Background: an optimization exercise with open tools, aiming at small area. Do not read the settings as production practice.
The RTL was checked by simulation tests, not by an equivalence proof against the original design.
Power is estimated from default activity; no workload was simulated.

$ cat flow/config.mk
export PLATFORM = sky130hd
export DESIGN_NAME = countertest
export DESIGN_NICKNAME = countertest
export VERILOG_FILES = /design/flow/design.v
export SDC_FILE = /design/flow/constraint.sdc
export NUM_CORES = 4
export LEC_CHECK = 0
export CAP_MARGIN = 20
export CORE_MARGIN = 2
export CORE_UTILIZATION = 70
export GPL_TIMING_DRIVEN = 0
export SLEW_MARGIN = 20
$ cat flow/constraint.sdc
create_clock -name core_clock -period 250.0 [get_ports {clk}]
set_input_delay 50.0000 -clock core_clock [delete_from_list [all_inputs] [get_ports {clk}]]
set_output_delay 50.0000 -clock core_clock [all_outputs]
set_load 0.01 [all_outputs]
$ cat flow/design.v
module radd #(parameter W = 4) (input [W-1:0] a, b, input ci,
                                output [W-1:0] s, output co);
  wire [W:0] c;
  assign c[0] = ci;
  genvar i;
  generate for (i = 0; i < W; i = i + 1) begin : g
    assign s[i] = a[i] ^ b[i] ^ c[i];
    assign c[i+1] = (a[i] & b[i]) | (c[i] & (a[i] ^ b[i]));
  end endgenerate
  assign co = c[W];
endmodule
module bcdadd (input [3:0] x, y, input ci, output [3:0] r, output dc);
  wire [3:0] s;
  wire s4;
  radd #(4) u (x, y, ci, s, s4);
  assign dc = s4 | (s[3] & (s[2] | s[1]));
  assign r = {s[3] ^ (dc & (s[2] | s[1])), s[2] ^ (dc & ~s[1]), s[1] ^ dc, s[0]};
endmodule
module countertest(input clk, original, input [3:0] in, input rstn,
                   input [3:0] operations, output [7:0] y,
                   output [3:0] Anode_Activate);
  function [3:0] nc(input [3:0] v);
    nc = {~(v[3] | v[2] | v[1]), v[2] ^ v[1], v[1], ~v[0]};
  endfunction
  function [3:0] add3(input [3:0] v);
    add3 = (v[3] | (v[2] & (v[1] | v[0]))) ? v + 4'd3 : v;
  endfunction
  reg [3:0] cnt;                        
  wire tick = cnt[3] & cnt[0];
  always @(posedge clk or posedge rstn)
    if (rstn) cnt <= 4'd5;
    else      cnt <= tick ? 4'd0 : cnt + 4'd1;
  reg [1:0] k;
  always @(posedge clk or posedge rstn)
    if (rstn) k <= 2'd1;
    else if (tick) k <= k + 2'd1;
  reg [3:0] p1, ps, pf;
  reg [3:0] D0, D1, D2, D3;
  always @(posedge clk) if (tick) begin
    p1 <= in;
    ps <= p1;
    pf <= ps;
  end
  wire [3:0] pe = ps & ~pf;
  function [3:0] step(input [3:0] d, input e, input i);
    step = !e ? d : (d[3] & d[0]) ? 4'd0 :
           i ? {d[3] | (d[2] & d[1] & d[0]), d[2] ^ (d[1] & d[0]), d[1] ^ d[0], ~d[0]} : d;
  endfunction
  always @(posedge clk or posedge rstn)
    if (rstn) begin
      D0 <= 4'd0; D1 <= 4'd0; D2 <= 4'd0; D3 <= 4'd0;
    end else if (tick) begin
      D0 <= step(D0, pe[0], in[0]);
      D1 <= step(D1, pe[1], in[1]);
      D2 <= step(D2, pe[2], in[2]);
      D3 <= step(D3, pe[3], in[3]);
    end
  wire [3:0] a = D0, b = D1, c = D2, d = D3;
  wire two = ~|c & (d == 4'd2);         
  wire dz  = ~|c & ~|d;                 
  wire [3:0] v1s; wire v1c;
  radd #(4) ad2 (c, {1'b0, d[3:1]}, 1'b0, v1s, v1c);
  wire [5:0] m2 = {v1c, v1s, d[0]};
  wire [3:0] n263; wire n2c;
  radd #(4) ad2d (c, {1'b0, m2[5:3]}, 1'b0, n263, n2c);
  wire [6:0] n2 = {n263, m2[2:0]};
  reg mb;
  always @* case (cnt)
    4'd2: mb = n2[6];
    4'd3: mb = n2[5];
    4'd4: mb = n2[4];
    4'd5: mb = n2[3];
    4'd6: mb = n2[2];
    4'd7: mb = n2[1];
    default: mb = n2[0];
  endcase
  wire first = (cnt == 4'd2);
  reg [3:0] P0, P1;
  reg [7:0] S;
  wire [3:0] P2 = S[3:0], P3 = S[7:4];
  wire [6:0] Rn;                        
  wire [3:0] h0 = add3(P0), h1 = add3(P1), h2 = add3(P2);
  wire [3:0] d0 = {h0[2:0], 1'b0};
  wire [3:0] d1 = {h1[2:0], h0[3]};
  wire [3:0] d2 = {h2[2:0], h1[3]};
  wire [3:0] d3 = {P3[2:0], h2[3]};
  wire sub = ~operations[0];
  wire neg = {c, d} > {a, b};
  wire dm = original | ~|operations;
  wire az = dm & ~k[1];                 
  wire bz = dm & k[1];                  
  wire [3:0] A0 = tick ? ((sub & ~dm ? nc(d) : d) & {4{~az}}) : d0 & {4{~first}};
  wire [3:0] A1 = tick ? ((sub & ~dm ? nc(c) : c) & {4{~az}}) : d1 & {4{~first}};
  wire g = tick ? ~bz : mb;
  wire [3:0] r0, r1;
  wire c1, c2;
  bcdadd ua0 (A0, b & {4{g}}, tick & sub & ~dm & ~neg, r0, c1);
  bcdadd ua1 (A1, a & {4{g}}, c1, r1, c2);
  wire c3 = c2 & d2[3] & d2[0];
  wire [3:0] r2 = (c3 | first) ? 4'd0 : d2 + c2;
  wire [3:0] r3 = first ? 4'd0 : d3 + c3;
  always @(posedge clk) begin
    P0 <= r0;
    P1 <= (k == 2'd3) ? {1'b0, Rn[6:4]} : r1;
  end
  wire cn = sub & ~dm & neg;            
  wire [3:0] s0 = cn ? nc(r0) : r0;
  wire [3:0] s1 = cn ? nc(r1) : r1;
  wire b9 = b[3] & b[0];
  wire [3:0] a1 = a + (two & b9);                    
  wire [3:0] b1 = (two & b9) ? 4'd0 : b + two;       
  wire [6:0] R = {P1[2:0] & {3{k[0]}}, S[3:0]};    
  wire [3:0] X = S[7:4];
  wire [3:0] w1s; wire w1c;
  radd #(4) ad3 (R[3:0], {1'b0, b1[3:1]}, 1'b0, w1s, w1c);
  wire [5:0] m3 = {w1c, w1s, b1[0]};
  wire [3:0] x263; wire x2c;
  radd #(4) ad3d (R[3:0], {1'b0, m3[5:3]}, 1'b0, x263, x2c);
  wire [6:0] X2 = {x263, m3[2:0]};
  wire p1f = k[0] ? (cnt == 4'd1) : (cnt == 4'd5);   
  wire p2f = k[0] & (cnt == 4'd5);                   
  wire [6:0] Ri = p1f ? 7'd0 : p2f ? {4'd0, X2[6:4]} : R;
  wire [3:0] Xi = p1f ? a1 : p2f ? X2[3:0] : X;
  wire [7:0] Tr = {Ri, Xi[3]};
  wire [7:0] df;
  wire ge;
  radd #(8) sb (Tr, ~{1'b0, n2}, 1'b1, df, ge);
  assign Rn = ge ? df[6:0] : Tr[6:0];
  always @(posedge clk)
    S <= k[1] ? {Xi[2:0], ge, Rn[3:0]} : {r3, r2};
  reg [3:0] T;
  reg       op;
  reg [3:0] nd;
  reg       nop;
  always @* begin
    nop = 1'b1;
    if (dm | operations[0] | ~(operations[1] | operations[2])) begin
      nop = ~dm;
      nd = (dm | k[1]) ? (k[0] ? s0 : s1) : {3'd0, k[0] & c2 & ~sub};
    end
    else if (operations[1]) begin
      if (dz) nd = 4'd0;
      else case (k) 2'd0: nd = P3; 2'd1: nd = P2; 2'd2: nd = P1; default: nd = P0; endcase
    end else
      nd = (dz | ~k[1]) ? 4'd0 : X;
  end
  always @(posedge clk) if (tick) begin
    T  <= nd;
    op <= nop;
  end
  assign Anode_Activate = ~{k == 2'd1, k == 2'd2, k == 2'd3, k == 2'd0};
  wire [3:0] dig = (k == 2'd1 && neg && operations[3] && !original) ? 4'hf : T;
  reg  [6:0] seg;
  always @* case (dig)
    4'd0: seg = 7'b0000001;  4'd1: seg = 7'b1001111;
    4'd2: seg = 7'b0010010;  4'd3: seg = 7'b0000110;
    4'd4: seg = 7'b1001100;  4'd5: seg = 7'b0100100;
    4'd6: seg = 7'b0100000;  4'd7: seg = 7'b0001111;
    4'd8: seg = 7'b0000000;  4'd9: seg = 7'b0000100;
    4'd15: seg = 7'b1111110;
    default: seg = 7'b1111111;
  endcase
  assign y = {~(k == 2'd2 && !op), seg};
endmodule
$ cat flow/flow/run.sh
#!/bin/bash
# Layout flow: the standard ORFS flow (standard.sh) with these changes,
# all made through ORFS variables and a copy of ORFS's synth.tcl:
#  - synthesis maps the combinational logic with flow/area.abc instead of the
#    ORFS ABC script, run with six &deepsyn seeds, keeping the smallest
#    result (flow/abc_multi.tcl), and leaves adders to ABC (no extract_fa
#    adder cells, no Kogge-Stone carry lookahead); flip-flops are mapped by
#    the same dfflibmap step, so the registers are those of the standard
#    synthesis;
#  - every port still gets a buffer, a buf_1 cell;
#  - CTS builds the clock tree from clkbuf_4 cells without dummy loads; if a
#    flip-flop clock pin of the finished layout then has a slew above
#    118 ps, CTS and the later steps are run again with buf_6 cells, and
#    then with clkbuf_8 cells.
# Each tool's output goes to a log file in this folder (flow_*.log) and to
# ORFS's own logs under orfs/logs.
set -uo pipefail
W=$(pwd)
F=$W/flow
# one ABC script per &deepsyn seed; abc_multi.tcl keeps the smallest result
scripts=""
for sd in 0 1 2 3 4 5; do
  sed "s/&deepsyn -T 20/\&deepsyn -T 20 -S $sd/" "$F/area.abc" > "$W/own_area_$sd.abc"
  scripts="$scripts $W/own_area_$sd.abc"
done
{ echo "set own_abc_scripts {$scripts}"; cat "$F/abc_multi.tcl"; } > "$W/own_abc_multi.tcl"
sed -e "s|^\(\s*\)log_cmd abc {\*}\$abc_args|\1source $W/own_abc_multi.tcl|" \
    -e 's|"-extra-map $::env(FLOW_HOME)/platforms/common/lcu_kogge_stone.v"|""|' \
    "$FLOW_HOME/scripts/synth.tcl" > "$W/own_orfs_synth.tcl"
grep -q "own_abc_multi.tcl" "$W/own_orfs_synth.tcl" || { echo "synth.tcl patch failed"; exit 1; }
sed -e "s|source \$::env(SCRIPTS_DIR)/synth.tcl|source $W/own_orfs_synth.tcl|" \
    "$W/synth_recipe.tcl" > "$W/own_synth.tcl"
grep -q "own_orfs_synth" "$W/own_synth.tcl" || { echo "synth_recipe.tcl patch failed"; exit 1; }

mkscript () {   # $1: clock buffer cell, $2: script name
  local cts="-sink_clustering_enable -repair_clock_nets -dont_use_dummy_load -root_buf $1 -buf_list $1"
  sed -e "s|SYNTH_SCRIPT=[^ ]*|SYNTH_SCRIPT=$W/own_synth.tcl ADDER_MAP_FILE= 'BUFFER_PORTS_ARGS=-buffer_cell sky130_fd_sc_hd__buf_1' 'CTS_ARGS=$cts'|" \
      "$W/standard.sh" > "$W/$2"
  grep -q "own_synth.tcl" "$W/$2" || { echo "standard.sh patch failed"; exit 1; }
}

# clock buffer cells to try, smallest first; the last one is kept regardless
cells="clkbuf_4 buf_6 clkbuf_8"
last=clkbuf_8
first=1
for cell in $cells; do
  mkscript sky130_fd_sc_hd__$cell own_standard_$cell.sh
  if [ $first -eq 1 ]; then
    bash "$W/own_standard_$cell.sh" finish > "$W/flow_make_$cell.log" 2>&1
  else
    rm -f "$W/out/final.def"
    bash "$W/own_standard_$cell.sh" clean_cts clean_route clean_finish > "$W/flow_clean_$cell.log" 2>&1
    bash "$W/own_standard_$cell.sh" finish > "$W/flow_make_$cell.log" 2>&1
  fi
  rc=$?
  first=0
  tail -n 20 "$W/flow_make_$cell.log"
  [ $rc -eq 0 ] || exit $rc
  [ "$cell" = "$last" ] && exit 0
  RES=$(ls -d "$W"/orfs/results/*/countertest/base)
  LIB_FILE=$(ls "$FLOW_HOME"/platforms/sky130hd/lib/sky130_fd_sc_hd__tt_025C_1v80.lib) RES=$RES \
    openroad -no_init -exit "$F/clkslew.tcl" > "$W/flow_slew_$cell.log" 2>&1
  slew=$(sed -n 's/^MAXCLKSLEW //p' "$W/flow_slew_$cell.log")
  echo "clock pin slew with $cell: ${slew:-unknown} ns"
  if [ -n "$slew" ] && python3 -c "import sys; sys.exit(0 if float('$slew') <= 0.118 else 1)"; then
    exit 0
  fi
  echo "rebuilding the clock tree with larger buffers"
done
exit 0
$ cat flow/flow/abc_multi.tcl
# Included in place of synth.tcl's ABC call. Maps the logic with ABC once per
# script in own_abc_scripts (the same script with different &deepsyn seeds)
# and keeps the result with the smallest standard-cell area.
design -save own_pre_abc
set own_best -1
foreach own_script $own_abc_scripts {
  design -load own_pre_abc
  log_cmd abc {*}[lreplace $abc_args 1 1 $own_script]
  set own_txt [tee -q -s result.string stat {*}$lib_args]
  set own_area -1
  regexp {Chip area for module[^:]*:\s*([0-9.]+)} $own_txt -> own_area
  puts "own flow: ABC script $own_script gives area $own_area"
  if { $own_area > 0 && ($own_best < 0 || $own_area < $own_best) } {
    set own_best $own_area
    design -save own_best_abc
  }
}
design -load own_best_abc
puts "own flow: kept area $own_best"
$ cat flow/flow/area.abc
strash
&get -n
&deepsyn -T 20
&dch -f
&nf -a
&put
topo
$ cat flow/flow/clkslew.tcl
# Largest slew at a flip-flop clock pin of the final layout, with its
# extracted parasitics. Prints "MAXCLKSLEW <ns>".
read_liberty $::env(LIB_FILE)
read_db $::env(RES)/6_final.odb
read_sdc $::env(RES)/6_final.sdc
read_spef $::env(RES)/6_final.spef
set mx 0
foreach p [get_pins -hierarchical */CLK] {
  foreach prop {slew_max_rise slew_max_fall} {
    set s [get_property $p $prop]
    if {$s > $mx} { set mx $s }
  }
}
puts "MAXCLKSLEW $mx"
$ cat flow/standard.sh
#!/bin/bash
# synth_recipe.tcl (not shown) runs the flow's synth.tcl, then flattens the netlist and writes it again
# the make line also repeats each setting of config.mk as NAME=value (left out here)
make -C /OpenROAD-flow-scripts/flow DESIGN_CONFIG=/design/flow/config.mk WORK_HOME=/design/flow/orfs CLKGATE_MAP_FILE= SYNTH_SCRIPT=/design/flow/synth_recipe.tcl "${@:-finish}"
==> results by group, run 1 <==
Cells and area
  – ANT cells: 0
  – P&R area growth vs syn: 5.586%
  – Fillcell total: 438
  – Commonest non-fill, non-tap cells in the layout: nor2_1, nand2_1, a21oi_1
  – Final Util: 0.7764
  – Sequential cell area: 1385 um2
  – Design area: 4328 um2
  – Multi-input gate area: 2646 um2
  – Layout cell share with drive strength beyond 1: 0.01447
  – Nets: 566
  – Most common cell after layout, fill and taps aside: nor2_1

STA
  – Fmax achieved: 0.009911 GHz
  – Worst rel slew slack: 0.3253
  – Worst-Margin Slew: 1012 ps
  – Hold slack: 432.9 ps
  – Final Slew Violations: 0
  – RSZ-0062 raised after global routing: false
  – Clk_skew: 29.69 ps
  – Sum Neg Setup Slack: 0 ps
  – Post-layout minimum cycle time: 100890 ps
  – Hold Vio Cnt, Final: 0
  – # setup viols final: 0
  – Period utilization: 0.4036

Floorplanning
  – Io pins: 23
  – Std cell rows: 27
  – Die ar.: 6483 um2
  – Placeable Area: 5574 um2
  – Die extent in y: 80.52 um
  – Initial core utilization: 0.7354
  – Die width: 80.52 um

Pwr
  – Seq pwr share: 0.500
  – Pwr dens: 5.740 nW/um2
  – NetSw: 9.473 uW
  – Internal power: 15.37 uW
  – Pleak: 1.675 nW
  – Peak supply drop: 0.004086 mV
  – Sw frac: 0.3814
  – Logic pwr share: 0.324
  – Clock power frac: 0.176

Clock tree
  – CTS clk-pin slew, worst paths: 100 ps
  – CTS Buffer Depth: 2
  – CTS Root Cell: buf_6
  – Number of buffers created by CTS: 5
  – Post-CTS setup buffer count: 0
  – Clk latency of the worst-skew pair: 280 ps
  – CTS Hold Bufs: 0
  – CTS tree: built
  – CTS sink count: 55
  – Post_cts resized: 0
  – Number of H-tree levels: 2

Synth
  – Net Count, Synth: 537
  – Mapped cell area: 4099 um2
  – Largest family of logic cells by synthesized area: simple AND/OR/NAND/NOR gates
  – Syn Inst Count: 526
  – Mux contribution to synthesized area: 0.01038
  – Compound-Gate Fraction of Synth Area: 0.2622
  – Post-synth ARST share: 0.4000
  – Post-synthesis xor/xnor area fraction: 0.08486
  – Yosys top cell by area: edfxtp_1
  – Post-synthesis adder-cell area fraction: 0.01465
  – Synth Register Bits: 55
  – Main synth FF type: dfrtp_1
  – Post-synthesis simple-gate area fraction: 0.2735
  – Number of synthesized flops with an enable pin: 17
  – Synth area leaders: edfxtp_1, dfrtp_1, dfxtp_1, a21oi_1, nor2_1
  – Synth warnings: 1
  – Syn_area_per_cell: 7.793 um2
  – Post-synth cell types: 59
  – Post-synthesis sequential area ratio: 0.3379
  – Synth top area share: 0.1245

Placement
  – Detailed placer's ending HPWL: 8.243 mm
  – GP Congestion: 0.9685
  – Placed inst area: 4272 um2
  – IO buf count: 22

GRT
  – First-pass GRT wire length: 18.17 mm
  – Total global routing overflow: 0
  – Met1 global-route usage: 0.4697
  – Grt peak-use layer: met2
  – Met2 usage: 0.5925
  – M3 GR Usage: 0.06404
  – GRT Resource Usage Total: 0.3645
  – Largest net degree at the start of global routing: 30
  – Vias in the first global route: 3923
  – Initial antenna violation count: 0

Route
  – Routed wire length: 11.14 mm
  – Initial drt markers: 555
  – Post-route ant nets: 0
  – Drc violations: 0
  – Vias after detailed routing: 4294
  – Drt pass-1 iters: 6
  – Routed WL per cell: 17.82 um
  – Via density: 6.870

Setup path
  – CP max FO: 6
  – Crit-path slowest cell: nand3b_1
  – CP most frequent cell: buf_1
  – Crit start category: input port
  – Cell Chain, Critical Path: buf_1 -> nor2_1 -> nand3b_1 -> nand2_1 -> or2_0 -> buf_1
  – Critical Path AT: 50890 ps
  – Crit path capture type: output pin
  – CP top delay family: simple AND/OR/NAND/NOR gates
  – Required time of the worst setup path: 200000 ps
  – Critical path class: in -> out
  – Crit path buf inv count: 2
  – CP max stage delay: 220 ps

Status
  – Run status: no timing/DRC/antenna violations

Flow run
  – Max-cap violations: 0

Worst hold path
  – Hold/Removal Path Class: reg -> reg
synthesized netlist by cell type (6+ instances only):
master	number
nor2_1	65
nand2_1	58
a21oi_1	49
o21ai_0	42
nor3_1	32
xnor2_1	24
and3_1	19
dfrtp_1	19
clkinv_1	18
edfxtp_1	17
and2_0	16
dfxtp_1	16
o22ai_1	15
xor2_1	13
a31oi_1	10
nand3_1	10
or2_0	10
maj3_1	6
nand2b_1	6
nor2b_1	6
o21a_1	6
state kept, by name, summed over array words and instances, names as in the netlist:
name / flops
D2: 4
pf: 4
cnt: 4
P0: 4
P1: 4
S: 8
D1: 4
op: 1
p1: 4
ps: 4
D3: 4
k: 2
D0: 4
T: 4
stage by stage:
stage,total power [mW],std cells,setup WS (ps)
floorplan,0.01820,526,149400
CTS,0.02452,625,149130
global placement,0.01989,620,149170
global route,0.02609,625,149020
finish,0.02484,625,149110
detailed placement,0.02031,620,149130
path summary, 6_finish.rpt:
| check | from | endpoint | slack (ps) | depth (start not counted) |
|---|---|---|---|---|
| max | original | y[2] | 149110 | 6 |
| min | p1[3]$_DFFE_PP_ | ps[3]$_DFFE_PP_ | 430 | 0 |
| max reg2reg | cnt[3]$_DFF_PP0_ | T[3]$_DFFE_PP_ | 242380 | 18 |
| min reg2reg | p1[3]$_DFFE_PP_ | ps[3]$_DFFE_PP_ | 430 | 0 |
| max in group asynchronous | rstn | D1[1]$_DFFE_PP0P_ | 199870 | 2 |
| min in group asynchronous | rstn | D2[1]$_DFFE_PP0P_ | 49730 | 2 |
power by group through the flow:
stage | clock, mW | sequential [mW] | combinational (mW)
2_1_floorplan | 0 | 0.0118 | 0.00640
3_3_place_gp | 0 | 0.0125 | 0.00740
3_5_place_dp | 0 | 0.0125 | 0.00778
4_1_cts | 0.00435 | 0.0124 | 0.00781
5_1_grt | 0.00467 | 0.0126 | 0.00881
6_report | 0.00437 | 0.0124 | 0.00804
per-layer routing:
layer	wire length, um	share of wire
met1	4538	0.41
met2	5120	0.46
met3	1005	0.090
met4	470	0.042
met5	0	0
layout make-up:
cell class,instances,share of cell area
inverter,18,0.01561
clock buffer,5,0.01301
sequential,55,0.3200
multi-input combinational,453,0.6114
tap,72,0.02082
timing repair buffer,22,0.01908
cells by family (layout without fill, tap and decap cells):
family                   count (synthesis)  in the layout
AO/OA/AOI/OAI                          170            170
multiplexers                             4              4
buffers and inverters                   18             45
adder cells (fa/ha/maj)                  6              6
flip-flops                              55             55
AND/OR/NAND/NOR                        235            235
XOR/XNOR                                38             38
==> run 2: changes to the inputs <==
--- a/flow/flow/run.sh
+++ b/flow/flow/run.sh
@@ -8,10 +8,7 @@
 #    the same dfflibmap step, so the registers are those of the standard
 #    synthesis;
 #  - every port still gets a buffer, a buf_1 cell;
-#  - CTS builds the clock tree from clkbuf_4 cells without dummy loads; if a
-#    flip-flop clock pin of the finished layout then has a slew above
-#    118 ps, CTS and the later steps are run again with buf_6 cells, and
-#    then with clkbuf_8 cells.
+#  - CTS builds the clock tree from clkbuf_8 cells without dummy loads.
 # Each tool's output goes to a log file in this folder (flow_*.log) and to
 # ORFS's own logs under orfs/logs.
 set -uo pipefail
@@ -40,7 +37,7 @@
 }
 
 # clock buffer cells to try, smallest first; the last one is kept regardless
-cells="clkbuf_4 buf_6 clkbuf_8"
+cells="clkbuf_8"
 last=clkbuf_8
 first=1
 for cell in $cells; do
==> run 2 against run 1 <==
  * Still clean on timing, DRC and antenna
  * Critical path depth unchanged
  * Global-route usage is 0.18 points lower
  * Worst setup slack worse by 37 ps
  * Critical endpoint unchanged
  * Largest power group unchanged
==> results by group, run 2 <==
Synth
  – Syn Inst Count: 526
  – Synth Register Bits: 55
  – Syn_area_per_cell: 7.793 um2
  – Main synth FF type: dfrtp_1
  – Most frequent cell after synthesis: nor2_1
  – Yosys top cell by area: edfxtp_1
  – Number of synthesized flops with an enable pin: 17
  – Synth area leaders: edfxtp_1, dfrtp_1, dfxtp_1, a21oi_1, nor2_1
  – Synth top area share: 0.1245
  – Post-synthesis sequential area ratio: 0.3379
  – Net Count, Synth: 537
  – Post-synth cell types: 59
  – Post-synth ARST share: 0.4000
  – Top post-synthesis cells by count: nor2_1, nand2_1, a21oi_1, o21ai_0, nor3_1
  – Mapped cell area: 4099 um2
  – Synth warnings: 1

STA
  – Post-layout minimum cycle time: 100930 ps
  – Hold slack: 429.6 ps
  – Period utilization: 0.4037
  – RSZ-0062 raised after global routing: false
  – Sum Neg Setup Slack: 0 ps
  – Hold Vio Cnt, Final: 0
  – # setup viols final: 0
  – Clk_skew: 15.69 ps
  – Fmax achieved: 0.009908 GHz
  – Worst-Margin Slew: 1021 ps
  – Final Slew Violations: 0
  – Worst rel slew slack: 0.3191

GRT
  – GRT Resource Usage Total: 0.3627
  – Initial antenna violation count: 0
  – Vias in the first global route: 3945
  – Total global routing overflow: 0
  – Largest net degree at the start of global routing: 30
  – First-pass GRT wire length: 18.34 mm

Clock tree
  – CTS tree: built
  – Post-CTS setup buffer count: 0
  – CTS Hold Bufs: 0
  – Number of buffers created by CTS: 5
  – CTS Buffer Depth: 2
  – Number of H-tree levels: 2
  – CTS clk-pin slew, worst paths: 100 ps
  – CTS Root Cell: clkbuf_8
  – Clk latency of the worst-skew pair: 320 ps
  – CTS sink count: 55
  – Post_cts resized: 0

Floorplanning
  – Die ar.: 6483 um2
  – Die width: 80.52 um
  – Std cell rows: 27
  – Io pins: 23
  – Initial core utilization: 0.7354
  – Placeable Area: 5574 um2
  – Die extent in y: 80.52 um

Route
  – Post-route ant nets: 0
  – Via density: 6.792
  – Vias after detailed routing: 4245
  – Drt pass-1 iters: 6
  – Routed WL per cell: 17.67 um
  – Initial drt markers: 530
  – Drc violations: 0
  – Routed wire length: 11.04 mm

Pwr
  – Peak supply drop: 0.005052 mV
  – Pleak: 1.681 nW
  – Pwr dens: 5.824 nW/um2

Placement
  – Detailed placer's ending HPWL: 8.170 mm
  – Placed inst area: 4272 um2
  – Inst Count DP: 620
  – IO buf count: 22
  – GP Congestion: 0.9255

Setup path
  – R2R cell count: 22
  – Critical Path Start: original
  – Crit start category: input port
  – CP max FO: 6
  – Setup crit end: y[2]
  – Worst R2R Start: D2[1]$_DFFE_PP0P_
  – Crit path capture type: output pin
  – Critical Path AT: 50930 ps
  – Reg-to-reg endpoint: T[3]$_DFFE_PP_
  – Critical path class: in -> out
  – R2R setup slack: 242550 ps
  – Required time of the worst setup path: 200000 ps

Cells and area
  – Largest register by flop count: S
  – Max reg flops: 8
  – Nets: 566
  – Design area: 4340 um2
  – Layout cell share with drive strength beyond 1: 0.01447
  – Final cell count without fillers: 625
  – ANT cells: 0
  – P&R area growth vs syn: 5.891%
  – Commonest non-fill, non-tap cells in the layout: nor2_1, nand2_1, a21oi_1
  – Most common cell after layout, fill and taps aside: nor2_1

Status
  – Run status: no timing/DRC/antenna violations

Worst hold path
  – Hold/Removal Path Class: reg -> reg

Flow run
  – Max-cap violations: 0
-- run 2: report_power, final --
| part | switching, mW | internal, mW | total [mW] | leakage (nW) |
|---|---|---|---|---|
| Sequential | 0.00227 | 0.0103 | 0.0125 | 0.590 |
| Clock | 0.00283 | 0.00182 | 0.00465 | 0.0359 |
| Combinational | 0.00456 | 0.00352 | 0.00809 | 1.06 |
-- run 2: metrics by stage --
| stage | utilization | worst slack, ps | total power [mW] |
|---|---|---|---|
| final | 0.7787 | 149070 | 0.02528 |
| after global routing | 0.7787 | 148980 | 0.02659 |
| after CTS | 0.7787 | 149110 | 0.02485 |
| after detailed placement | 0.7663 | 149110 | 0.02037 |
| after global placement | 0.7663 | 149150 | 0.02001 |
| after floorplan | - | 149400 | 0.01820 |
-- run 2: logic make-up (layout without fill, tap and decap cells) --
family          Yosys count  count (layout)  share of synthesized area
buf+inv                  18              45                    0.01648
fa+ha+maj                 6               6                    0.01465
mux                       4               4                    0.01038
flops                    55              55                     0.3379
compound gates          170             170                     0.2622
xor+xnor                 38              38                    0.08486
simple gates            235             235                     0.2735
-- run 2: layout make-up --
class / instances / area [um2]
Multi-Input combinational cell: 453 / 2646
Fill cell: 436 / 1234
Timing Repair Buffer: 22 / 82.58
Sequential cell: 55 / 1385
Inverter: 18 / 67.56
Tap cell: 72 / 90.09
Clock buffer: 5 / 68.82
-- run 2: worst min-delay path by stage --
stage                               start               to  slack (ps)  cells past startpoint
after floorplan           p1[0]$_DFFE_PP_  ps[0]$_DFFE_PP_         400                      0
final                     p1[3]$_DFFE_PP_  ps[3]$_DFFE_PP_         430                      0
after global placement    p1[2]$_DFFE_PP_  ps[2]$_DFFE_PP_         400                      0
after detailed placement  p1[1]$_DFFE_PP_  ps[1]$_DFFE_PP_         410                      0
after global routing      p1[2]$_DFFE_PP_  ps[2]$_DFFE_PP_         440                      0
after CTS                 p1[3]$_DFFE_PP_  ps[3]$_DFFE_PP_         430                      0
-- run 2: layer usage --
layer | global-route usage | wire (um)
met1 | 0.4748 | 4651
met2 | 0.5900 | 5163
met3 | 0.06517 | 904
met4 | 0.1525 | 320
met5 | 0 | 0
-- run 2: worst max-delay path: stages --
cell and delay, ps:
buf_1 170, nor2_1 90, nand3b_1 240, nand2_1 110, or2_0 200, buf_1 120
==> run 3: changes to the inputs <==
--- a/flow/design.v
+++ b/flow/design.v
@@ -39,8 +39,10 @@
   always @(posedge clk) if (tick) begin
     p1 <= in;
     ps <= p1;
-    pf <= ps;
   end
+  always @(posedge clk)
+    if (rstn) pf <= 4'd0;
+    else if (tick) pf <= ps;
   wire [3:0] pe = ps & ~pf;
   function [3:0] step(input [3:0] d, input e, input i);
     step = !e ? d : (d[3] & d[0]) ? 4'd0 :
==> run 3 against run 2 <==
  * Die area grew 0.41%
  * Cell count grew 4.6%
  * Synthesized cell count grew 5.5%
  * Clock power shrank 2%
  * Largest power group unchanged
==> results by group, run 3 <==
Status
  – Run status: no timing/DRC/antenna violations

Setup path
  – Crit-path slowest cell: nand3_1
  – CP max stage delay: 200 ps
  – R2R cell count: 24
  – Worst R2R Start: D2[1]$_DFFE_PP0P_
  – CP max FO: 6
  – Critical Path AT: 50810 ps
  – Critical path class: in -> out
  – Crit start category: input port
  – Crit path capture type: output pin
  – Cell Chain, Critical Path: buf_1 -> nor2_1 -> nand3_1 -> nand2_1 -> or2_0 -> buf_1
  – Critical Path Start: original
  – Reg-to-reg endpoint: T[2]$_DFFE_PP_
  – CP most frequent cell: buf_1
  – Required time of the worst setup path: 200000 ps
  – Setup crit end: y[2]
  – R2R setup slack: 242500 ps

STA
  – Setup ws final: 149190 ps
  – Fmax achieved: 0.009919 GHz
  – Final Slew Violations: 0
  – Sum Neg Setup Slack: 0 ps
  – Worst-Margin Slew: 893.0 ps
  – # setup viols final: 0
  – Worst rel slew slack: 0.4010
  – RSZ-0062 raised after global routing: false
  – Post-layout minimum cycle time: 100810 ps
  – Hold slack: 428.2 ps
  – Hold Vio Cnt, Final: 0
  – Clk_skew: 33.55 ps
  – Period utilization: 0.4032

Floorplanning
  – Io pins: 23
  – Initial core utilization: 0.7340
  – Placeable Area: 5608 um2
  – Die extent in y: 80.69 um
  – Die width: 80.69 um
  – Std cell rows: 27
  – Die ar.: 6510 um2

Cells and area
  – Sequential cell area: 1345 um2
  – Max reg flops: 8
  – ANT cells: 0
  – Nets: 595
  – Largest register by flop count: S
  – Most common cell after layout, fill and taps aside: nand2_1
  – Layout cell share with drive strength beyond 1: 0.01375
  – Fillcell total: 428
  – P&R area growth vs syn: 5.866%
  – Multi-input gate area: 2666 um2
  – Commonest non-fill, non-tap cells in the layout: nand2_1, nor2_1, o21ai_0, a21oi_1, clkinv_1

Worst hold path
  – Hold depth: 0
  – Hold/Removal Path Class: reg -> reg

Pwr
  – Logic pwr share: 0.401
  – Clock power frac: 0.153
  – NetSw: 12.68 uW
  – Pleak: 1.630 nW
  – Internal power: 17.27 uW
  – Pwr dens: 6.875 nW/um2
  – Tot Pwr: 29.96 uW
  – Sw frac: 0.4233
  – Seq pwr share: 0.446
  – Peak supply drop: 0.006234 mV

Clock tree
  – CTS tree: built
  – CTS Hold Bufs: 0
  – Number of H-tree levels: 2
  – CTS sink count: 55
  – CTS clk-pin slew, worst paths: 90 ps
  – Post-CTS setup buffer count: 0
  – CTS Root Cell: clkbuf_8
  – CTS Buffer Depth: 2
  – Clk latency of the worst-skew pair: 330 ps
  – Number of buffers created by CTS: 5
  – Post_cts resized: 0

Placement
  – Detailed placer's ending HPWL: 8.445 mm
  – IO buf count: 22
  – GP Congestion: 0.9445
  – Place WS: 149170 ps

GRT
  – M3 GR Usage: 0.06966
  – Vias in the first global route: 3953
  – Grt peak-use layer: met2
  – Initial antenna violation count: 0
  – Met2 usage: 0.6083
  – Total global routing overflow: 0
  – Largest net degree at the start of global routing: 26
  – Met1 global-route usage: 0.4718
  – First-pass GRT wire length: 18.37 mm
  – GRT Resource Usage Total: 0.3679

Synth
  – Post-synth cell types: 52
  – Top post-synthesis cells by count: nand2_1, nor2_1, o21ai_0, a21oi_1, clkinv_1
  – Most frequent cell after synthesis: nand2_1
  – Synth top area share: 0.1155
  – Post-synthesis sequential area ratio: 0.3267
  – Synth Register Bits: 55
  – Syn Inst Count: 555
  – Synth area leaders: dfrtp_1, dfxtp_1, edfxtp_1, nand2_1, o21ai_0
  – Syn_area_per_cell: 7.417 um2
  – Net Count, Synth: 566
  – Post-synth ARST share: 0.4000
  – Yosys top cell by area: dfrtp_1
  – Number of synthesized flops with an enable pin: 13
  – Main synth FF type: dfxtp_1
  – Synth warnings: 1
  – Mapped cell area: 4116 um2

Route
  – Vias after detailed routing: 4305
  – Post-route ant nets: 0
  – Drt pass-1 iters: 5
  – Drc violations: 0
  – Routed wire length: 11.33 mm
  – Via density: 6.583
  – Initial drt markers: 524
  – Routed WL per cell: 17.33 um

Flow run
  – Max-cap violations: 0
[run 3: cell types whose count changed in the layout (fill, tap and decap cells not counted), sizes merged, moves of 6 or more]
cell,delta
a21oi,+6
a22oi,+8
nand3,+8
clkinv,+10
nand2,+17
nor3,-19
o21ai,+14
and3,-7
o22ai,-10
o31ai,+9
[run 3: per-stage QoR]
| stage | std cells | cell area (um2) | utilization |
|---|---|---|---|
| 3_3_place_gp | 649 | 4289 | 0.7648 |
| 3_5_place_dp | 649 | 4289 | 0.7648 |
| 5_1_grt | 654 | 4358 | 0.7771 |
| 6_report | 654 | 4358 | 0.7771 |
| 4_1_cts | 654 | 4358 | 0.7771 |
| 2_1_floorplan | 555 | 4116 | - |
[run 3: final cells by class]
cell class | count | share of cell area
timing repair buffer | 22 | 0.01895
sequential | 55 | 0.3086
clock buffer | 5 | 0.01579
tap | 72 | 0.02067
multi-input combinational | 472 | 0.6118
inverter | 28 | 0.02412
[run 3: per-layer routing]
metal	vias up	routed length, um
met5	-	0
met4	0	389
met3	41	900
met2	199	5250
met1	1982	4792
li1	2083	-
[run 3: worst min path at each step]
| stage | start | to |
|---|---|---|
| CTS | p1[2]$_DFFE_PP_ | ps[2]$_DFFE_PP_ |
| floorplan | p1[0]$_DFFE_PP_ | ps[0]$_DFFE_PP_ |
| global placement | p1[3]$_DFFE_PP_ | ps[3]$_DFFE_PP_ |
| finish | p1[2]$_DFFE_PP_ | ps[2]$_DFFE_PP_ |
| detailed placement | p1[2]$_DFFE_PP_ | ps[2]$_DFFE_PP_ |
| global route | p1[2]$_DFFE_PP_ | ps[2]$_DFFE_PP_ |
[run 3: critical path, delay by kind of cell]
family        cells  cell delay, ps
simple gates      4             580
buf+inv           2             240
[run 3: cell families (layout without fill, tap and decap cells)]
family                   count (synthesis)  in the layout  share of synthesized area
AO/OA/AOI/OAI                          194            194                     0.2900
XOR/XNOR                                34             34                    0.07234
adder cells (fa/ha/maj)                  3              3                   0.007295
buffers and inverters                   28             55                    0.02553
flip-flops                              55             55                     0.3267
multiplexers                             1              1                   0.002735
AND/OR/NAND/NOR                        240            240                     0.2754
[run 3: power groups by stage]
| stage | logic, mW | clock network [mW] | registers, mW |
|---|---|---|---|
| finish | 0.0120 | 0.00458 | 0.0134 |
| floorplan | 0.00966 | 0 | 0.0124 |
| global route | 0.0134 | 0.00486 | 0.0136 |
| global placement | 0.0112 | 0 | 0.0133 |
| CTS | 0.0118 | 0.00455 | 0.0133 |
| detailed placement | 0.0117 | 0 | 0.0134 |
==> run 4: changes to the inputs <==
--- a/flow/design.v
+++ b/flow/design.v
@@ -39,10 +39,8 @@
   always @(posedge clk) if (tick) begin
     p1 <= in;
     ps <= p1;
+    pf <= ps;
   end
-  always @(posedge clk)
-    if (rstn) pf <= 4'd0;
-    else if (tick) pf <= ps;
   wire [3:0] pe = ps & ~pf;
   function [3:0] step(input [3:0] d, input e, input i);
     step = !e ? d : (d[3] & d[0]) ? 4'd0 :
--- a/flow/flow/run.sh
+++ b/flow/flow/run.sh
@@ -3,12 +3,14 @@
 # all made through ORFS variables and a copy of ORFS's synth.tcl:
 #  - synthesis maps the combinational logic with flow/area.abc instead of the
 #    ORFS ABC script, run with six &deepsyn seeds, keeping the smallest
-#    result (flow/abc_multi.tcl), and leaves adders to ABC (no extract_fa
-#    adder cells, no Kogge-Stone carry lookahead); flip-flops are mapped by
-#    the same dfflibmap step, so the registers are those of the standard
-#    synthesis;
+#    result (flow/abc_multi.tcl); Yosys's extract_fa maps only full adders
+#    to adder cells (half adders are left to ABC), and there is no
+#    Kogge-Stone carry lookahead; flip-flops are mapped by the same
+#    dfflibmap step, so the registers are those of the standard synthesis;
 #  - every port still gets a buffer, a buf_1 cell;
-#  - CTS builds the clock tree from clkbuf_8 cells without dummy loads.
+#  - CTS builds the clock tree from buf_6 cells without dummy loads; if a
+#    flip-flop clock pin of the finished layout then has a slew above
+#    118 ps, CTS and the later steps are run again with clkbuf_8 cells.
 # Each tool's output goes to a log file in this folder (flow_*.log) and to
 # ORFS's own logs under orfs/logs.
 set -uo pipefail
@@ -23,21 +25,23 @@
 { echo "set own_abc_scripts {$scripts}"; cat "$F/abc_multi.tcl"; } > "$W/own_abc_multi.tcl"
 sed -e "s|^\(\s*\)log_cmd abc {\*}\$abc_args|\1source $W/own_abc_multi.tcl|" \
     -e 's|"-extra-map $::env(FLOW_HOME)/platforms/common/lcu_kogge_stone.v"|""|' \
+    -e 's|extract_fa {\*}\[dont_use_extract_fa_args\]|extract_fa -fa|' \
     "$FLOW_HOME/scripts/synth.tcl" > "$W/own_orfs_synth.tcl"
 grep -q "own_abc_multi.tcl" "$W/own_orfs_synth.tcl" || { echo "synth.tcl patch failed"; exit 1; }
+grep -q "extract_fa -fa" "$W/own_orfs_synth.tcl" || { echo "synth.tcl patch failed"; exit 1; }
 sed -e "s|source \$::env(SCRIPTS_DIR)/synth.tcl|source $W/own_orfs_synth.tcl|" \
     "$W/synth_recipe.tcl" > "$W/own_synth.tcl"
 grep -q "own_orfs_synth" "$W/own_synth.tcl" || { echo "synth_recipe.tcl patch failed"; exit 1; }
 
 mkscript () {   # $1: clock buffer cell, $2: script name
   local cts="-sink_clustering_enable -repair_clock_nets -dont_use_dummy_load -root_buf $1 -buf_list $1"
-  sed -e "s|SYNTH_SCRIPT=[^ ]*|SYNTH_SCRIPT=$W/own_synth.tcl ADDER_MAP_FILE= 'BUFFER_PORTS_ARGS=-buffer_cell sky130_fd_sc_hd__buf_1' 'CTS_ARGS=$cts'|" \
+  sed -e "s|SYNTH_SCRIPT=[^ ]*|SYNTH_SCRIPT=$W/own_synth.tcl 'BUFFER_PORTS_ARGS=-buffer_cell sky130_fd_sc_hd__buf_1' 'CTS_ARGS=$cts'|" \
       "$W/standard.sh" > "$W/$2"
   grep -q "own_synth.tcl" "$W/$2" || { echo "standard.sh patch failed"; exit 1; }
 }
 
 # clock buffer cells to try, smallest first; the last one is kept regardless
-cells="clkbuf_8"
+cells="buf_6 clkbuf_8"
 last=clkbuf_8
 first=1
 for cell in $cells; do
==> run 4 against run 3 <==
  * Synthesized cell count is 18% lower
  * Register-to-register slack got worse by 1500 ps
  * Worst setup slack got worse by 320 ps
  * Critical path depth is 1 higher
==> results by group, run 4 <==
Synth
  – Main synth FF type: dfrtp_1
  – Top post-synthesis cells by count: nor2_1, nand2_1, a21oi_1, o21ai_0, clkinv_1
  – Syn Inst Count: 456
  – Yosys top cell by area: edfxtp_1
  – Synth top area share: 0.1313
  – Syn_area_per_cell: 8.528 um2
  – Most frequent cell after synthesis: nor2_1
  – Post-synth ARST share: 0.4000
  – Net Count, Synth: 489
  – Synth Register Bits: 55
  – Number of synthesized flops with an enable pin: 17
  – Synth warnings: 1
  – Post-synthesis sequential area ratio: 0.3562
  – Mapped cell area: 3889 um2
  – Post-synth cell types: 49
  – Synth area leaders: edfxtp_1, dfrtp_1, fa_1, dfxtp_1, a21oi_1

Setup path
  – Required time of the worst setup path: 200000 ps
  – CP most frequent cell: buf_1
  – Crit-path slowest cell: a211o_1
  – CP max FO: 5
  – Critical Path AT: 51130 ps
  – Critical path class: in -> out
  – CP top delay family: compound AO/OA/AOI/OAI gates
  – R2R setup slack: 240990 ps
  – R2R cell count: 30
  – Crit path capture type: output pin
  – Worst R2R Start: D2[1]$_DFFE_PP0P_
  – Reg-to-reg endpoint: T[2]$_DFFE_PP_
  – CP max stage delay: 300 ps
  – Cell Chain, Critical Path: buf_1 -> nor2_1 -> o211a_1 -> a211o_1 -> o32ai_1 -> clkinv_1 -> buf_1
  – Crit path buf inv count: 3
  – Crit start category: input port

STA
  – Hold Vio Cnt, Final: 0
  – Clk_skew: 14.12 ps
  – Sum Neg Setup Slack: 0 ps
  – Final Slew Violations: 0
  – Worst rel slew slack: 0.4046
  – Fmax achieved: 0.009888 GHz
  – Post-layout minimum cycle time: 101130 ps
  – Period utilization: 0.4045
  – RSZ-0062 raised after global routing: false
  – Worst-Margin Slew: 887.6 ps
  – # setup viols final: 0
  – Setup ws final: 148870 ps

Cells and area
  – Largest register by flop count: S
  – ANT cells: 0
  – Sequential cell area: 1385 um2
  – Max reg flops: 8
  – P&R area growth vs syn: 5.888%
  – Multi-input gate area: 2391 um2
  – Commonest non-fill, non-tap cells in the layout: nor2_1, nand2_1, a21oi_1
  – Fillcell total: 428
  – Layout cell share with drive strength beyond 1: 0.01656
  – Most common cell after layout, fill and taps aside: nor2_1
  – Nets: 518
  – Final Util: 0.7571

GRT
  – GRT Resource Usage Total: 0.3385
  – Total global routing overflow: 0
  – First-pass GRT wire length: 16.28 mm
  – Largest net degree at the start of global routing: 26
  – Initial antenna violation count: 0
  – Vias in the first global route: 3376

Floorplanning
  – Die width: 78.54 um
  – Initial core utilization: 0.7150
  – Io pins: 23
  – Die ar.: 6168 um2
  – Die extent in y: 78.54 um
  – Std cell rows: 27
  – Placeable Area: 5439 um2

Worst hold path
  – Worst Hold End: ps[0]$_DFFE_PP_
  – Hold/Removal Path Class: reg -> reg
  – Hold depth: 0
  – Hold Crit Start: p1[0]$_DFFE_PP_

Clock tree
  – Post_cts resized: 0
  – CTS Root Cell: buf_6
  – CTS sink count: 55
  – CTS Hold Bufs: 0
  – CTS tree: built
  – Clk latency of the worst-skew pair: 270 ps
  – Post-CTS setup buffer count: 0
  – CTS clk-pin slew, worst paths: 100 ps
  – CTS Buffer Depth: 2
  – Number of buffers created by CTS: 5
  – Number of H-tree levels: 2

Pwr
  – Pwr dens: 5.793 nW/um2
  – Peak supply drop: 0.006990 mV
  – Pleak: 1.576 nW
  – Tot Pwr: 23.85 uW

Route
  – Post-route ant nets: 0
  – Drt pass-1 iters: 5
  – Via density: 6.703
  – Routed wire length: 9.992 mm
  – Drc violations: 0
  – Vias after detailed routing: 3720
  – Initial drt markers: 470
  – Routed WL per cell: 18.00 um

Placement
  – GP Congestion: 0.9877
  – Detailed placer's ending HPWL: 7.426 mm
  – IO buf count: 22
  – Place WS: 148880 ps

Flow run
  – Max-cap violations: 0

Status
  – Run status: no timing/DRC/antenna violations
[run 4: changes by cell type after synthesis, sizes merged, moves of 5 or more]
| cell | previous run | this run |
|---|---|---|
| a21o | 8 | 0 |
| a21oi | 55 | 46 |
| a221oi | 0 | 5 |
| fa | 0 | 22 |
| nand2 | 75 | 49 |
| nand3 | 18 | 8 |
| o21ai | 56 | 36 |
| o31ai | 10 | 2 |
| or2 | 12 | 7 |
| xnor2 | 24 | 11 |
| xor2 | 10 | 5 |
[run 4: kinds of logic after synthesis]
family	after synthesis	share of synthesized area
and+or+nand+nor	186	0.2246
AOI/OAI and AO/OA	146	0.2384
DFF	55	0.3562
buffers and inverters	30	0.02896
adders and majority gates	22	0.1133
xor gates and xnor gates	16	0.03603
muxes	1	0.002574
[run 4: layout make-up]
class                   instances  area share
clock buffers                   5     0.01367
well taps                      72     0.02188
multi-input cells             371      0.5807
repair buffers                 22     0.02005
inverters                      30     0.02735
flip-flops and latches         55      0.3364
[run 4: per-layer routing]
metal  share of wire  GRT usage  up-vias
li1                -          -     1705
met1            0.42     0.4816     1791
met2            0.48     0.5368      192
met3           0.070    0.04253       32
met4           0.025     0.1211        0
met5               0          0        -
[run 4: worst max-delay path by stage]
stage	start	to	slack [ps]	cells past startpoint
2_1_floorplan	original	y[6]	149100	5
3_5_place_dp	original	y[6]	148880	7
3_3_place_gp	original	y[6]	148920	7
4_1_cts	original	y[6]	148870	7
5_1_grt	original	y[6]	148770	7
6_report	original	y[6]	148870	7
[run 4: per-stage QoR]
step	hold slack, ps	area, um2	instances
2_1_floorplan	400.3	3889	456
3_3_place_gp	400.9	4061	550
3_5_place_dp	411.0	4061	550
4_1_cts	433.7	4118	555
5_1_grt	448.1	4118	555
6_report	430.8	4118	555
[run 4: worst reg2reg max path, delay by kind of cell (launching register included)]
kind,cells,cell delay [ps]
adder cells (fa/ha/maj),12,4590
AND/OR/NAND/NOR,5,960
XOR/XNOR,1,160
flip-flops,1,540
AO/OA/AOI/OAI,7,1960
buffers and inverters,5,510
[run 4: report_power, final]
| part | total [mW] | switching (mW) | internal, mW |
|---|---|---|---|
| Clock | 0.00430 | 0.00273 | 0.00157 |
| Combinational | 0.00735 | 0.00415 | 0.00320 |
| Sequential | 0.0122 | 0.00200 | 0.0102 |
| Total | 0.0239 | 0.00888 | 0.0150 |

re-timing with driven ports:
The flow's constraints put no driver on any port. The routed layouts listed below were extracted and timed again, unchanged, in two steps. Step 1 assumes that a clkbuf_16 drives the clock port and a buf_2 every other input. Step 2 also shifts input and output timing later by t, the mid clock arrival at the registers, as if the neighbouring blocks saw the same clock. a / b / c = no drivers / after step 1 / after step 2; a / b = the first two.
run | shift t [ns] | slack for setup (ns) | worst data-port slew with drivers (ns) | pins driven straight from the clock port
run 1 | 0.299 | 149.106 / 149.084 / 149.084 | 0.03 | 1
run 2 | 0.340 | 149.069 / 149.043 / 149.043 | 0.03 | 1
run 3 | 0.339 | 149.188 / 149.166 / 149.166 | 0.03 | 1
run 4 | 0.293 | 148.870 / 148.844 / 148.844 | 0.03 | 1
After both steps setup and hold are still met in every run listed.
